What follows belongs to an exercise in optimizing a design on an open flow for small area and a short achievable clock period; a production flow would make more cautious choices. The RTL was checked by simulation tests, not by an equivalence proof against the original design.

// Float8Mac16_3stage
module Float8Mac16_3stage #(
    parameter int unsigned N_WAY  = 16,
    parameter int unsigned PADBIT = 10
)(
    input  logic               clk,
    input  logic               rst_n,
    input  logic [8*N_WAY-1:0] din_X,
    input  logic [8*N_WAY-1:0] din_W,
    input  logic               din_valid,
    output logic [15:0]        dout,
    output logic               dout_valid
);
    logic [3:0] vld;
    always_ff @(posedge clk or negedge rst_n) begin
        if (!rst_n) vld <= 4'd0;
        else        vld <= {vld[2:0], din_valid};
    end
    assign dout_valid = vld[3];
    logic [8*N_WAY-1:0] xq, wq;
    always_ff @(posedge clk) begin
        xq <= din_X;
        wq <= din_W;
    end
    logic [7:0] pa [N_WAY-1:0];
    logic [4:0] ea [N_WAY-1:0];
    logic [5:0] ga [N_WAY-1:0];
    logic [N_WAY-1:0] sa;
    genvar K;
    generate
        for (K = 0; K < N_WAY; K = K + 1) begin : gen_front
            wire [3:0] ex = xq[8*K+6:8*K+3];
            wire [3:0] ew = wq[8*K+6:8*K+3];
            wire [2:0] fx = xq[8*K+2:8*K];
            wire [2:0] fw = wq[8*K+2:8*K];
            wire       hx = |ex;
            wire       hw = |ew;
            wire [3:0] ma = {hx, fx}, mb = {hw, fw};
            wire [3:0] pp0 = ma & {4{mb[0]}}, pp1 = ma & {4{mb[1]}};
            wire [3:0] pp2 = ma & {4{mb[2]}}, pp3 = ma & {4{mb[3]}};
            wire s10 = pp0[1] ^ pp1[0], c10 = pp0[1] & pp1[0];
            wire s11 = pp0[2] ^ pp1[1] ^ c10, c11 = (pp0[2] & pp1[1]) | (c10 & (pp0[2] ^ pp1[1]));
            wire s12 = pp0[3] ^ pp1[2] ^ c11, c12 = (pp0[3] & pp1[2]) | (c11 & (pp0[3] ^ pp1[2]));
            wire s13 = pp1[3] ^ c12,          c13 = pp1[3] & c12;
            wire s20 = s11 ^ pp2[0],          c20 = s11 & pp2[0];
            wire s21 = s12 ^ pp2[1] ^ c20,    c21 = (s12 & pp2[1]) | (c20 & (s12 ^ pp2[1]));
            wire s22 = s13 ^ pp2[2] ^ c21,    c22 = (s13 & pp2[2]) | (c21 & (s13 ^ pp2[2]));
            wire s23 = c13 ^ pp2[3] ^ c22,    c23 = (c13 & pp2[3]) | (c22 & (c13 ^ pp2[3]));
            wire s30 = s21 ^ pp3[0],          c30 = s21 & pp3[0];
            wire s31 = s22 ^ pp3[1] ^ c30,    c31 = (s22 & pp3[1]) | (c30 & (s22 ^ pp3[1]));
  ...
Size: about 6,600 cells after synthesis, roughly 570 flip-flops, ~280 I/O pins.
Settings: LEC_CHECK=0, ABC_AREA=1, CAP_MARGIN=20, CORE_MARGIN=2, CORE_UTILIZATION=40, PLACE_DENSITY=0.6, SLEW_MARGIN=20; clock period 44.0 ns.
run.sh (not shown) runs the stock make flow with config.mk's settings and CLKGATE_MAP_FILE= SYNTH_SCRIPT=/design/flow/synth_recipe.tcl, a recipe that flattens the netlist after the stock synthesis.
Edit:
==> flow/flow/run.sh (new file) <==
#!/bin/bash
# The standard layout, with the port buffers made of sky130_fd_sc_hd__buf_2
# instead of the cell buffer_ports picks by default (clkdlybuf4s50_1, a delay cell).
set -euo pipefail
echo 'export BUFFER_PORTS_ARGS = -buffer_cell sky130_fd_sc_hd__buf_2' >> config.mk
bash standard.sh > flow.log 2>&1
==> flow/standard.sh (new file) <==
#!/bin/bash
# synth_recipe.tcl (not shown) runs the flow's synth.tcl, then flattens the netlist and writes it again
# the make line also repeats each setting of config.mk as NAME=value (left out here)
make -C /OpenROAD-flow-scripts/flow DESIGN_CONFIG=/design/flow/config.mk WORK_HOME=/design/flow/orfs CLKGATE_MAP_FILE= SYNTH_SCRIPT=/design/flow/synth_recipe.tcl "${@:-finish}"
--- a/flow/config.mk
+++ b/flow/config.mk
@@ -13,0 +14 @@
+export BUFFER_PORTS_ARGS = -buffer_cell sky130_fd_sc_hd__buf_2
removed: flow/run.sh
After rerunning: Register-to-register slack is better by 0.20 ns. Maximum frequency rises by 4.1%. Global-route usage barely changes. Synthesized cell count does not change. Via count falls by 0.74%. Count of clock-buffer cells in the layout rises by 2. Sequential cell count stays the same. Worst hold slack stays flat. Die area stays the same.

## port drivers added, routing unchanged
In the flow no input, the clock included, has a driving cell. The finished layouts below were timed again as built, in two steps.
Step 1 assumes that a clkbuf_16 drives the clock port and a buf_2 every other input.
Step 2, shift: input delay + t, output delay - t, t = (earliest + latest rising clock arrival at the registers) / 2. This alone moves slack from input paths to output paths.
a / b / c = ideal ports / drivers / drivers and shift; a / b = the first two.
run | t, ns | slack for setup (ns) | worst data-port slew with drivers (ns)
the first run | 0.763 | 33.633 / 33.553 / 34.316 | 0.05
the second run | 0.752 | 34.037 / 33.962 / 34.714 | 0.07
After both steps setup and hold are still met in every run listed.
